Source: an optimization exercise on an open RTL-to-GDS flow (aim: small area and a short achievable clock period). Production flows keep margins and buffers that such runs may drop. In this exercise RTL edits were held to simulation tests only and were not proved equivalent to the original.

== v5 ==
Design fma, start of the top module:
module fma #(
    parameter       WORDWIDTH = 32,
    parameter       EXPONENTWIDTH = 8,
    parameter       MANTISSAWIDTH = 23
)(
    input wire                   clk_I,
    input wire                   rst_n_I,
    input wire [WORDWIDTH-1:0]   operand_a_I,
    input wire [WORDWIDTH-1:0]   operand_b_I,
    input wire [WORDWIDTH-1:0]   operand_c_I,
    input wire [2:0]             rnd_mode,
    input                        gate,
    output wire [WORDWIDTH-1:0]  result_O,
    output wire                  flag_overflow_O,
    output wire                  flag_underflow_O,
    output wire                  done_valid_O
);
For scale: ~6900 cells after synthesis, roughly 290 flip-flops, ~140 I/O pins.
clock: 22.0 ns
lec_check: 0
cap_margin: 20
core_margin: 2
core_utilization: 40
slew_margin: 20
run.sh (not shown) runs the stock make flow with config.mk's settings and CLKGATE_MAP_FILE= SYNTH_SCRIPT=/design/flow/synth_recipe.tcl, a recipe that flattens the netlist after the stock synthesis.
Looking at the reports, v5 completed the entire flow and the layout it produced met the timing, design-rule and antenna checks.
[inputs] v3 vs v5
==> flow/flow/run.sh (new file) <==
#!/bin/bash
# Layout: the standard flow, with timing repair aiming for a setup slack
# of MARGIN ns at the design's clock period (the default aims for 0, which
# this design meets without any repair).
set -euo pipefail
MARGIN=$(cat flow/margin.txt)
bash standard.sh SETUP_SLACK_MARGIN="$MARGIN" finish > standard_flow.log 2>&1
==> flow/flow/margin.txt (new file) <==
12
==> flow/standard.sh (new file) <==
#!/bin/bash
# synth_recipe.tcl (not shown) runs the flow's synth.tcl, then flattens the netlist and writes it again
# the make line also repeats each setting of config.mk as NAME=value (left out here)
make -C /OpenROAD-flow-scripts/flow DESIGN_CONFIG=/design/flow/config.mk WORK_HOME=/design/flow/orfs CLKGATE_MAP_FILE= SYNTH_SCRIPT=/design/flow/synth_recipe.tcl "${@:-finish}"
--- a/flow/config.mk
+++ b/flow/config.mk
@@ -7,2 +7,3 @@
 export LEC_CHECK = 0
+export ABC_AREA = 1
 export CAP_MARGIN = 20
removed: flow/run.sh
Findings:
- v5 → v3: count of vias placed by the detailed router now sits lower; number of library cell types mapped by synthesis lower; count of plain and timing-repair buffers in the layout moved up.
- Taking v5 as the reference, in v3 iteration-0 DRC count of the detailed router went down 1551, synthesized area went down 9.8%.
- Part of the cycle the worst path needs: v3 and v5 compared, lower one is v3
- From v5 to v3 the numbers moved as follows: final non-filler cell total lower, routed wire length lower.

---

== build 58 ==
Another version of the RTL of fma (not shown whole).
Size in the first run: ~43000 µm² of cells after synthesis.
## fma
module fma #(
    parameter       WORDWIDTH = 32,
    parameter       EXPONENTWIDTH = 8,
    parameter       MANTISSAWIDTH = 23
)(
    input wire                   clk_I,
    input wire                   rst_n_I,
    input wire [WORDWIDTH-1:0]   operand_a_I,
    input wire [WORDWIDTH-1:0]   operand_b_I,
    input wire [WORDWIDTH-1:0]   operand_c_I,
    input wire [2:0]             rnd_mode,
    input                        gate,
    output wire [WORDWIDTH-1:0]  result_O,
    output wire                  flag_overflow_O,
    output wire                  flag_underflow_O,
    output wire                  done_valid_O
);
wire [46:0] pp_s_nc;
reg  [46:0] r1_s_nc;
wire [48:0] pp_t_nc;
reg  [48:0] r1_t_nc;
wire [76:0] q_hi;
wire        st_align, eff_sub, sgn_p, sgn_c, nan_any;
wire [9:0]  sw_raw, ep;
wire [7:0]  ec1;
fma_s0 u_s0 (
  .operand_a_I(operand_a_I), .operand_b_I(operand_b_I), .operand_c_I(operand_c_I),
  .pp_s_nc(pp_s_nc), .pp_t_nc(pp_t_nc),
  .q_hi(q_hi), .st_align(st_align), .eff_sub(eff_sub),
  .sgn_p(sgn_p), .sgn_c(sgn_c), .nan_any(nan_any), .sw_raw(sw_raw), .ep(ep), .ec1(ec1)
);
reg [76:0] r1_q;
reg        r1_st, r1_eff_sub, r1_sgn_p, r1_sgn_c, r1_nan;
reg [9:0]  r1_sw, r1_ep;
reg [7:0]  r1_ec1;
reg [2:0]  r1_rnd;
reg        r1_valid, r1_rst;
always @(posedge clk_I) begin
  r1_s_nc <= pp_s_nc; r1_t_nc <= pp_t_nc; r1_q <= q_hi;
  r1_st <= st_align; r1_eff_sub <= eff_sub; r1_sgn_p <= sgn_p; r1_sgn_c <= sgn_c;
  r1_nan <= nan_any; r1_sw <= sw_raw; r1_ep <= ep; r1_ec1 <= ec1;
  r1_rnd <= rnd_mode;
end
always @(posedge clk_I or negedge rst_n_I) begin
  if (~rst_n_I) begin
    r1_valid <= 1'b0;
    r1_rst   <= 1'b1;
  end else begin
    r1_valid <= ~gate;
    r1_rst   <= 1'b0;
  end
end
wire [30:0] em_i;
wire [2:0]  ab_i;
wire        rs_i, ovf_i, sgn_r;
fma_s1 u_s1 (
  .r1_s_nc(r1_s_nc), .r1_t_nc(r1_t_nc), .r1_q(r1_q),
  .r1_st(r1_st), .r1_eff_sub(r1_eff_sub), .r1_sgn_p(r1_sgn_p), .r1_sgn_c(r1_sgn_c),
  .r1_sw(r1_sw), .r1_ep(r1_ep), .r1_ec1(r1_ec1), .r1_rnd(r1_rnd),
  .em_i(em_i), .ab_i(ab_i), .rs_i(rs_i), .ovf_i(ovf_i), .sgn_r(sgn_r)
);
reg [30:0] r2_em;
reg [2:0]  r2_ab;    
  ...
Settings: LEC_CHECK=0, ABC_AREA=1, CAP_MARGIN=20, CORE_MARGIN=2, CORE_UTILIZATION=40, SLEW_MARGIN=20; clock period 22.0 ns.
standard.sh (not shown) runs the stock make flow with config.mk's settings and CLKGATE_MAP_FILE= SYNTH_SCRIPT=/design/flow/synth_recipe.tcl, a recipe that flattens the netlist after the stock synthesis.
==> flow/flow/run.sh <==
#!/bin/bash
set -euo pipefail
MARGIN=$(cat flow/margin.txt)
bash standard.sh SETUP_SLACK_MARGIN="$MARGIN" \
  BUFFER_PORTS_ARGS="-buffer_cell sky130_fd_sc_hd__buf_2" finish > standard_flow.log 2>&1
==> flow/flow/margin.txt <==
13.5
Complete run, failing final checks: build 58, reason max-capacitance violations, max-slew violations.
[inputs] build 56 vs build 58
==> flow/flow/margin.txt <==
13
Results
Build 56 finished all stages; the layout is clean. Sort build 58 and build 56 by antenna diode count asc -> top: build 56. Compared with build 58, in build 56 estimated wirelength of the detail-placed design went up 2.8%, post-detailed-routing wire length went down about 1.5%, sequential portion of the cell area went up 0.65 points, synthesized instance count held, cell area after placement held. Build 56 vs. build 58: number of logic stages on the critical path including buffering went down by 24. For number of combinational gates with multiple inputs, build 58 and build 56 come out practically identical. Diff build 58..build 56 | hold slack | negligible.
Modified inputs, build 17 compared to build 56
Settings: CORE_UTILIZATION changed from 40 to 55.
==> flow/flow/run.sh <==
#!/bin/bash
# Layout: the standard flow, with timing repair aiming for a setup slack
# of MARGIN ns at the design's clock period (the default aims for 0, which
# this design meets without any repair).
set -euo pipefail
MARGIN=$(cat flow/margin.txt)
bash standard.sh SETUP_SLACK_MARGIN="$MARGIN" finish > standard_flow.log 2>&1
### Flow results
Of build 56 and build 17, build 56 shows the lower pin count of the biggest net entering global routing, with build 17 above it. On build 17: worst stage delay on the critical path is 0.27 ns lower than what build 56 gave. Summary — setup slack, build 17 relative to build 56: lower, by 0.087 ns. Going from build 56 to build 17, core area shrank by more than a quarter. Uppermost signal routing layer after detailed routing: met5 -> build 17, met4 -> build 56. Compared with build 56, build 17 shows horizontal die dimension that has gone down by more than 10%. Capturing element of the worst setup path = r1_q[40]: build 17; capturing element of the worst setup path = r1_s_nc[29]: build 56. Between build 56 and build 17, maximum net fanout on the critical path is higher for build 56, build 17 comes in under that.

==> static timing again, ports no longer ideal <==
Ports are ideal in the flow. The routed layouts listed here were re-timed in OpenROAD.
Step 1 assumes that a clkbuf_16 drives the clock port and a buf_2 every other input.
Step 2 moves the port delays by t, midway between the first and last clock arrival at a register: inputs arrive t later, outputs are due t later. That takes back most of the time a late clock gives input paths.
Slacks: ideal / step 1 / step 2; pairs: ideal / step 1.
run | t, ns | setup WS [ns] | hold WS [ns] | worst setup path after step 2 | pins driven straight from the clock port
v5 | 0.651 | 8.648 / 8.648 / 8.648 | 0.471 / 0.471 / 0.471 | register to register | 1
v3 | 0.665 | 12.361 / 12.279 / 11.768 | 0.418 / 0.418 / 0.418 | input to register | 1
build 58 | 0.651 | 13.134 / 13.151 / 12.500 | 0.383 / 0.383 / 0.383 | input to register | 1
build 56 | 0.676 | 13.143 / 13.192 / 12.516 | 0.383 / 0.383 / 0.383 | input to register | 1
build 17 | 0.651 | 13.056 / 13.084 / 12.433 | 0.385 / 0.385 / 0.385 | input to register | 1
The setup slack of build 58, which loses most, moves by +0.017 ns with the drivers and by -0.634 ns with both steps.
